Context: an optimization exercise on an open-source flow, tuned for small area, a short achievable clock period and few clock cycles per item. The choices shown serve that exercise and are no tape-out recipe.
The RTL was checked by simulation tests, not by an equivalence proof against the original design.
Power and IR drop assume default switching activity.

Setup of v4:
// div_avalon
module div_avalon
	#(
		parameter W     = 32,
				  CBIT  = 6
	 )
	(
		input wire clk, reset,
		input wire [2:0] div_address,
		input wire div_chipselect,
		input wire div_write,
		input wire [W-1:0] div_writedata,
		output wire [W-1:0] div_readdata,
		output wire div_irq,
		output wire div_rdy
	);
	wire div_start, div_ready, set_done_trg, clr_done_trg;
	reg [W-1:0] dvnd_reg, dvsr_reg;
	reg [5:0] ca_reg, cd_reg;
	reg done_trg_reg;
	wire [W-1:0] quo, rmd;
	wire wr_en, wr_dvnd, wr_dvsr;
	reg [5:0] wclz;
	integer i;
	always @*
	begin
		wclz = 6'd32;
		for (i = 0; i < W; i = i + 1)
			if (div_writedata[i]) wclz = 6'd31 - i[5:0];
	end
	div #(.W(32)) d1
		 ( .clk(clk), .reset(reset), .str_trg(div_start), .dvsr(dvsr_reg), .dvnd(dvnd_reg),
		   .cd(cd_reg), .ca(ca_reg),
		   .ready(div_ready), .done_trg(set_done_trg), .quo(quo), .rmd(rmd));
	always @(posedge clk)
	begin
		if (wr_dvnd)
		begin
			dvnd_reg <= div_writedata;
			ca_reg <= wclz;
		end
		if (wr_dvsr)
		begin
			dvsr_reg <= div_writedata;
			cd_reg <= wclz;
		end
	end
	always @(posedge clk, posedge reset)
		if (reset)
			done_trg_reg <= 1'b0;
		else if (set_done_trg)
			done_trg_reg <= 1'b1;
		else if (clr_done_trg)
			done_trg_reg <= 1'b0;
	assign wr_en = div_write & div_chipselect;
	assign wr_dvnd = (div_address == 3'h0) & wr_en;
	assign wr_dvsr = (div_address == 3'h1) & wr_en;
	assign div_start = (div_address == 3'h2) & wr_en & div_ready;
	assign clr_done_trg = (div_address == 3'h6) & wr_en;
	assign div_readdata = (div_address == 3'h3) ? quo :
						  (div_address == 3'h4) ? rmd :
						  {31'b0, (div_address == 3'h5) ? div_ready : done_trg_reg};
	assign div_rdy = div_ready;
	assign div_irq = done_trg_reg;
endmodule
==> flow/config.mk <==
export PLATFORM = sky130hd
export DESIGN_NAME = div_avalon
export DESIGN_NICKNAME = div_avalon
export VERILOG_FILES = /design/flow/design.v
export SDC_FILE = /design/flow/constraint.sdc
export NUM_CORES = 4
export LEC_CHECK = 0
export CAP_MARGIN = 20
export CORE_MARGIN = 2
export CORE_UTILIZATION = 60
export CTS_BUF_LIST = sky130_fd_sc_hd__clkbuf_4 sky130_fd_sc_hd__clkbuf_8
export SETUP_SLACK_MARGIN = 1.4
export SLEW_MARGIN = 20
==> flow/constraint.sdc <==
create_clock -name core_clock -period 5.0 [get_ports {clk}]
set_input_delay 1.0000 -clock core_clock [delete_from_list [all_inputs] [get_ports {clk}]]
set_output_delay 1.0000 -clock core_clock [all_outputs]
set_load 0.01 [all_outputs]
standard.sh (not shown) runs the stock make flow with config.mk's settings and CLKGATE_MAP_FILE= SYNTH_SCRIPT=/design/flow/synth_recipe.tcl, a recipe that flattens the netlist after the stock synthesis.
==> flow/flow/run.sh <==
#!/bin/bash
# Standard layout, with the port buffers made from buf_2 cells instead of
# the slow delay-buffer cells buffer_ports picks on its own.
set -euo pipefail
export BUFFER_PORTS_ARGS="-buffer_cell sky130_fd_sc_hd__buf_2"
bash standard.sh > standard.log 2>&1
Testbench counts of v4, summed over its fixed seeds: cycles 24,255, items 2,048.
Edits applied to the flow inputs when going from v4 to v6:
==> flow/flow/run.sh <==
#!/bin/bash
# Standard layout, with the port buffers made from buf_1 cells instead of
# the slow delay-buffer cells buffer_ports picks on its own.
set -euo pipefail
export BUFFER_PORTS_ARGS="-buffer_cell sky130_fd_sc_hd__buf_1"
bash standard.sh > standard.log 2>&1
diff --git a/flow/config.mk b/flow/config.mk
--- a/flow/config.mk
+++ b/flow/config.mk
@@ -10,4 +10,4 @@
 export CORE_UTILIZATION = 60
 export CTS_BUF_LIST = sky130_fd_sc_hd__clkbuf_4 sky130_fd_sc_hd__clkbuf_8
-export SETUP_SLACK_MARGIN = 1.4
+export SETUP_SLACK_MARGIN = 1.6
 export SLEW_MARGIN = 20
Notes after the runs:
Buffering overhead, v6 and v4: higher on v6
Compared with v4, v6 instantiates a larger number of cells.
The time the worst path needs with I/O delays and setup number comes out higher for v4 vs v6.
| number of buffer and inverter stages on the critical path | v6 vs v4 | 1 higher |
Min largest stage delay on the critical path across v6 and v4: v6
Against v4 as the reference, v6 delivers a higher clock power.
Compared to v4, v6 shows a wider setup margin.
Diff v4 -> v6: clock network fraction of design power grew by 1.3 points, share of total power in sequential cells went down, combinational-cell power consumption higher.
Sort v6 and v4 by sequential share of cell area asc -> top: v6
For v34, these inputs were changed with respect to v6:
==> flow/run.sh (new file) <==
#!/bin/bash
# synth_recipe.tcl (not shown) runs the flow's synth.tcl, then flattens the netlist and writes it again
# the make line also repeats each setting of config.mk as NAME=value (left out here)
make -C /OpenROAD-flow-scripts/flow DESIGN_CONFIG=/design/flow/config.mk WORK_HOME=/design/flow/orfs CLKGATE_MAP_FILE= SYNTH_SCRIPT=/design/flow/synth_recipe.tcl finish
diff --git a/flow/config.mk b/flow/config.mk
--- a/flow/config.mk
+++ b/flow/config.mk
@@ -8,6 +8,5 @@
 export CAP_MARGIN = 20
 export CORE_MARGIN = 2
-export CORE_UTILIZATION = 60
-export CTS_BUF_LIST = sky130_fd_sc_hd__clkbuf_4 sky130_fd_sc_hd__clkbuf_8
-export SETUP_SLACK_MARGIN = 1.6
+export CORE_UTILIZATION = 40
+export SETUP_SLACK_MARGIN = 1.8
 export SLEW_MARGIN = 20
removed: flow/flow/run.sh
removed: flow/standard.sh
--- outcome ---
First-pass GRT wire length essentially unchanged between v6 and v34. v34 against v6: internal power consumption shows an increase of about 15%; utilization shows a reduction of 20 points. Clock skew in v34 is 0.0049 ns lower than in v6. Design area up about 9% in v34 wrt v6. v34 drops fewer vias than v6. The static power due to leakage reported for v34 is greater than that of v6 by about 10%.
Setup changes, v34 to v19
==> flow/flow/run.sh (new file) <==
#!/bin/bash
# Standard layout, with the port buffers made from buf_2 cells instead of
# the slow delay-buffer cells buffer_ports picks on its own.
set -euo pipefail
export BUFFER_PORTS_ARGS="-buffer_cell sky130_fd_sc_hd__buf_2"
bash standard.sh > standard.log 2>&1
==> flow/standard.sh (new file) <==
#!/bin/bash
# synth_recipe.tcl (not shown) runs the flow's synth.tcl, then flattens the netlist and writes it again
# the make line also repeats each setting of config.mk as NAME=value (left out here)
make -C /OpenROAD-flow-scripts/flow DESIGN_CONFIG=/design/flow/config.mk WORK_HOME=/design/flow/orfs CLKGATE_MAP_FILE= SYNTH_SCRIPT=/design/flow/synth_recipe.tcl "${@:-finish}"
diff --git a/flow/config.mk b/flow/config.mk
--- a/flow/config.mk
+++ b/flow/config.mk
@@ -8,5 +8,6 @@
 export CAP_MARGIN = 20
 export CORE_MARGIN = 2
-export CORE_UTILIZATION = 40
-export SETUP_SLACK_MARGIN = 1.8
+export CORE_UTILIZATION = 60
+export CTS_BUF_LIST = sky130_fd_sc_hd__clkbuf_4 sky130_fd_sc_hd__clkbuf_8
+export SETUP_SLACK_MARGIN = 1.6
 export SLEW_MARGIN = 20
removed: flow/run.sh
==> summary.txt <==
- Max freq v34 -> v19: improved
- Going from v34 to v19, minimum setup slack in the final design rose by 0.030 ns; signed area change from the synthesized netlist to the final layout moved down; total power saw a decrease.
- Going from v34 to v19, the final critical path time including I/O delays and setup was found to have gone down by 0.030 ns.
[inputs] v14 vs v19
diff --git a/flow/config.mk b/flow/config.mk
--- a/flow/config.mk
+++ b/flow/config.mk
@@ -8,5 +8,5 @@
 export CAP_MARGIN = 20
 export CORE_MARGIN = 2
-export CORE_UTILIZATION = 60
+export CORE_UTILIZATION = 50
 export CTS_BUF_LIST = sky130_fd_sc_hd__clkbuf_4 sky130_fd_sc_hd__clkbuf_8
 export SETUP_SLACK_MARGIN = 1.6
Notes after the runs:
Sort v14 and v19 by post-cts sizing count, descending, and v14 comes first.
v14: global-route usage is 3.7 points lower than what v19 reported.
The layout buffering overhead excluding clock cells number comes out lower for v14 vs v19.
Setup changes, v14 to v44
diff --git a/flow/config.mk b/flow/config.mk
--- a/flow/config.mk
+++ b/flow/config.mk
@@ -8,6 +8,6 @@
 export CAP_MARGIN = 20
 export CORE_MARGIN = 2
-export CORE_UTILIZATION = 50
+export CORE_UTILIZATION = 60
 export CTS_BUF_LIST = sky130_fd_sc_hd__clkbuf_4 sky130_fd_sc_hd__clkbuf_8
-export SETUP_SLACK_MARGIN = 1.6
+export SETUP_SLACK_MARGIN = 1.8
 export SLEW_MARGIN = 20
### Flow results
- The core of v44 is more densely filled than that of v14.
- v44 vs v14: detailed-route via count up by a few percent
- Compared with v14, v44 shows wire length that has gone up slightly.
- Result: PASS for each of v14 and v44
- Share of total power in combinational logic delta for v44 relative to v14: 1.1 points higher
- Summary of v44 over v14: overall global routing resource usage has increased, clock-buffer cell count went up by 2.

## afterwards: timing with drivers on the ports
Ports are ideal in the flow. The routed layouts listed here were re-timed in OpenROAD.
Step 1 (the two cells are an assumption about what drives the block):
set clk [get_ports {clk}]
set_driving_cell -lib_cell sky130_fd_sc_hd__clkbuf_16 $clk
set_driving_cell -lib_cell sky130_fd_sc_hd__buf_2 [delete_from_list [all_inputs] $clk]
Step 2 times the ports against the registers' clock, not the clock port: input delays grow and output delays shrink by t, the midpoint of the rising clock arrivals with the driver on.
Slacks: ideal ports / drivers / drivers and shift; pairs: ideal ports / drivers.
run	shift t [ns]	slack for setup (ns)	worst hold slack (ns)
v4	0.499	1.514 / 1.514 / 1.514	0.376 / 0.355 / 0.480
v6	0.491	1.608 / 1.608 / 1.555	0.349 / 0.341 / 0.476
v34	0.476	1.684 / 1.684 / 1.531	0.460 / 0.460 / 0.460
v19	0.488	1.714 / 1.714 / 1.586	0.386 / 0.373 / 0.472
v14	0.495	1.677 / 1.677 / 1.610	0.366 / 0.346 / 0.466
v44	0.495	1.703 / 1.703 / 1.465	0.373 / 0.356 / 0.470
After both steps setup and hold are still met in every run listed. The setup slack of v44, which loses most, moves by 0.000 ns with the drivers and by -0.238 ns with both steps.
